Source: an optimization exercise on an open RTL-to-GDS flow (aim: small area, a short achievable clock period and few clock cycles). Production flows keep margins and buffers that such runs may drop. In this exercise RTL edits were held to simulation tests only and were not proved equivalent to the original.

## nickel
// mvm
module mvm #(
  parameter IWIDTH = 8,
  parameter OWIDTH = 32,
  parameter MEM_DATAW = IWIDTH * 8,
  parameter VEC_MEM_DEPTH = 4,
  parameter VEC_ADDRW = $clog2(VEC_MEM_DEPTH),
  parameter MAT_MEM_DEPTH = 8,
  parameter MAT_ADDRW = $clog2(MAT_MEM_DEPTH),
  parameter NUM_OLANES = 4
)(
  input  logic                   clk,
  input  logic                   rst,
  input  logic [MEM_DATAW-1:0]   i_vec_wdata,
  input  logic [VEC_ADDRW-1:0]   i_vec_waddr,
  input  logic                   i_vec_wen,
  input  logic [MEM_DATAW-1:0]   i_mat_wdata,
  input  logic [MAT_ADDRW-1:0]   i_mat_waddr,
  input  logic [NUM_OLANES-1:0]  i_mat_wen,
  input  logic                   i_start,
  input  logic [VEC_ADDRW-1:0]   i_vec_start_addr,
  input  logic [VEC_ADDRW:0]     i_vec_num_words,
  input  logic [MAT_ADDRW-1:0]   i_mat_start_addr,
  input  logic [MAT_ADDRW:0]     i_mat_num_rows_per_olane,
  output logic                   o_busy,
  output logic [NUM_OLANES*OWIDTH-1:0] o_result,
  output logic                   o_valid
);
==> flow/config.mk <==
export PLATFORM = sky130hd
export DESIGN_NAME = mvm
export DESIGN_NICKNAME = mvm
export VERILOG_FILES = /design/flow/design.v
export SDC_FILE = /design/flow/constraint.sdc
export NUM_CORES = 4
export LEC_CHECK = 0
export ABC_CLOCK_PERIOD_IN_PS = 2800
export CAP_MARGIN = 20
export CORE_MARGIN = 2
export CORE_UTILIZATION = 50
export SETUP_SLACK_MARGIN = 2.9
export SLEW_MARGIN = 20
export SYNTH_HIERARCHICAL = 1
export SYNTH_MINIMUM_KEEP_SIZE = 0
export TNS_END_PERCENT = 100
==> flow/constraint.sdc <==
create_clock -name core_clock -period 5.5 [get_ports {clk}]
set_input_delay 1.1000 -clock core_clock [delete_from_list [all_inputs] [get_ports {clk}]]
set_output_delay 1.1000 -clock core_clock [all_outputs]
set_load 0.01 [all_outputs]
standard.sh (not shown) runs the stock make flow with config.mk's settings and CLKGATE_MAP_FILE= SYNTH_SCRIPT=/design/flow/synth_recipe.tcl, a recipe that flattens the netlist after the stock synthesis.
==> flow/flow/run.sh <==
#!/bin/bash
# The standard layout, with plain buffers (sky130_fd_sc_hd__buf_4, which the
# resizer may resize) on the ports instead of the resizer's default pick,
# a delay cell. Everything else is the standard.sh unchanged.
set -euo pipefail
bash standard.sh "BUFFER_PORTS_ARGS=-buffer_cell sky130_fd_sc_hd__buf_4" finish > standard.log 2>&1
Testbench counts of nickel, summed over its fixed seeds: cycles 5,340.
### nickel -> violet
# nickel
export LEC_CHECK = 0
export ABC_CLOCK_PERIOD_IN_PS = 2800
export CAP_MARGIN = 20
export CORE_MARGIN = 2
export CORE_UTILIZATION = 50
export SETUP_SLACK_MARGIN = 2.9
export SLEW_MARGIN = 20
export SYNTH_HIERARCHICAL = 1
export SYNTH_MINIMUM_KEEP_SIZE = 0
export TNS_END_PERCENT = 100
create_clock -name core_clock -period 5.5 [get_ports {clk}]
# violet
export LEC_CHECK = 0
export ABC_CLOCK_PERIOD_IN_PS = 2800
export CAP_MARGIN = 20
export CORE_MARGIN = 2
export CORE_UTILIZATION = 50
export CTS_CLUSTER_DIAMETER = 60
export CTS_CLUSTER_SIZE = 30
export SETUP_SLACK_MARGIN = 2.75
export SLEW_MARGIN = 20
export SYNTH_HIERARCHICAL = 1
export SYNTH_MINIMUM_KEEP_SIZE = 0
export TNS_END_PERCENT = 100
create_clock -name core_clock -period 5.5 [get_ports {clk}]
[summary]
- In violet the critical path depth turned out 1 lower than in nickel.
- Compared with nickel, violet instantiates a smaller number of cells.
- Clock skew, violet and nickel: lower on nickel
- The clock network area share in violet sits 0.82 points below the value recorded for nickel.
- Re peak fanout along the critical path: violet and nickel aren't equal, and the higher value belongs to violet.
- Between violet and nickel, it is violet whose worst setup slack is lower, by 0.085 ns.
- Looking at share of final layout cell area taken by non-clock buffers, violet sits 1.6 points below nickel.
- violet vs nickel — aggregate routed wire length dropped slightly
### violet -> zinc
# violet
export LEC_CHECK = 0
export ABC_CLOCK_PERIOD_IN_PS = 2800
export CAP_MARGIN = 20
export CORE_MARGIN = 2
export CORE_UTILIZATION = 50
export CTS_CLUSTER_DIAMETER = 60
export CTS_CLUSTER_SIZE = 30
export SETUP_SLACK_MARGIN = 2.75
export SLEW_MARGIN = 20
export SYNTH_HIERARCHICAL = 1
export SYNTH_MINIMUM_KEEP_SIZE = 0
export TNS_END_PERCENT = 100
create_clock -name core_clock -period 5.5 [get_ports {clk}]
# zinc
export LEC_CHECK = 0
export ABC_CLOCK_PERIOD_IN_PS = 2800
export CAP_MARGIN = 20
export CORE_MARGIN = 2
export CORE_UTILIZATION = 50
export SETUP_SLACK_MARGIN = 2.75
export SLEW_MARGIN = 20
export SYNTH_HIERARCHICAL = 1
export SYNTH_MINIMUM_KEEP_SIZE = 0
export TNS_END_PERCENT = 100
create_clock -name core_clock -period 5.5 [get_ports {clk}]
Findings:
In the tables for violet and zinc, area used by multi-input combinational logic reads higher with violet.
[zinc vs violet] clock slew seen by the registers of the worst setup and hold paths: lower in zinc
Master of the slowest instance on the critical path: fa_2 -> violet, fa_1 -> zinc
zinc vs. violet: first-pass iteration count of the detailed router went down by 4.
Reported for violet and zinc, placer congestion estimate turned out identical to the last digit.
Area growth from synthesis to final layout: violet and zinc compared, higher one is zinc
Sort violet and zinc by worst hold slack asc -> top: zinc
Relative to violet, share of the core filled with cells in the final layout increased by 0.18 points in zinc.
Here is what was changed in the inputs of fjord compared with zinc.
# zinc
export LEC_CHECK = 0
export ABC_CLOCK_PERIOD_IN_PS = 2800
export CAP_MARGIN = 20
export CORE_MARGIN = 2
export CORE_UTILIZATION = 50
export SETUP_SLACK_MARGIN = 2.75
export SLEW_MARGIN = 20
export SYNTH_HIERARCHICAL = 1
export SYNTH_MINIMUM_KEEP_SIZE = 0
export TNS_END_PERCENT = 100
create_clock -name core_clock -period 5.5 [get_ports {clk}]
# fjord
export LEC_CHECK = 0
export ABC_CLOCK_PERIOD_IN_PS = 2800
export CAP_MARGIN = 20
export CORE_MARGIN = 2
export CORE_UTILIZATION = 42
export SETUP_SLACK_MARGIN = 2.75
export SLEW_MARGIN = 20
export SYNTH_HIERARCHICAL = 1
export SYNTH_MINIMUM_KEEP_SIZE = 0
export TNS_END_PERCENT = 100
create_clock -name core_clock -period 5.5 [get_ports {clk}]
==> comparison <==
A type of the most critical hold path of in -> reg is what fjord shows, while reg -> reg belongs to zinc. Taking zinc as the reference, in fjord summed area of non-filler cells in the final layout grew by about 1.2%; initial antenna violation count grew by about 90%. Re simple-gate portion of the synthesized area: no difference whatsoever between zinc and fjord. Summary: with zinc as the reference, non-clock buffer count in fjord moved up by a few percent.

==> what the ideal ports hide <==
No port has a modelled driver above. Below, the same layouts with a new extraction and two added sets of constraints.
Step 1, drivers: a clkbuf_16 drives clk and a buf_2 each remaining input, both assumed.
Step 2, shift: input delay + t, output delay - t, t = (earliest + latest rising clock arrival at the registers) / 2. This alone moves slack from input paths to output paths.
a / b / c = ideal ports / drivers / drivers and shift; a / b = the first two.
| run | t (ns) | setup WS [ns] | worst hold slack (ns) | worst setup path after step 2 | cell pins on the clock port's net |
|---|---|---|---|---|---|
| nickel | 1.073 | 2.664 / 2.664 / 2.011 | 0.325 / 0.256 / 0.325 | input to register | 1 |
| violet | 1.028 | 2.579 / 2.579 / 1.914 | 0.330 / 0.304 / 0.330 | input to register | 1 |
| zinc | 1.065 | 2.656 / 2.656 / 1.738 | 0.326 / 0.285 / 0.326 | input to register | 1 |
| fjord | 1.079 | 2.610 / 2.610 / 1.896 | 0.309 / 0.221 / 0.311 | input to register | 1 |
After both steps setup and hold are still met in every run listed. For zinc, which loses most, drivers alone change the setup slack by 0.000 ns; drivers and shift together by -0.918 ns.
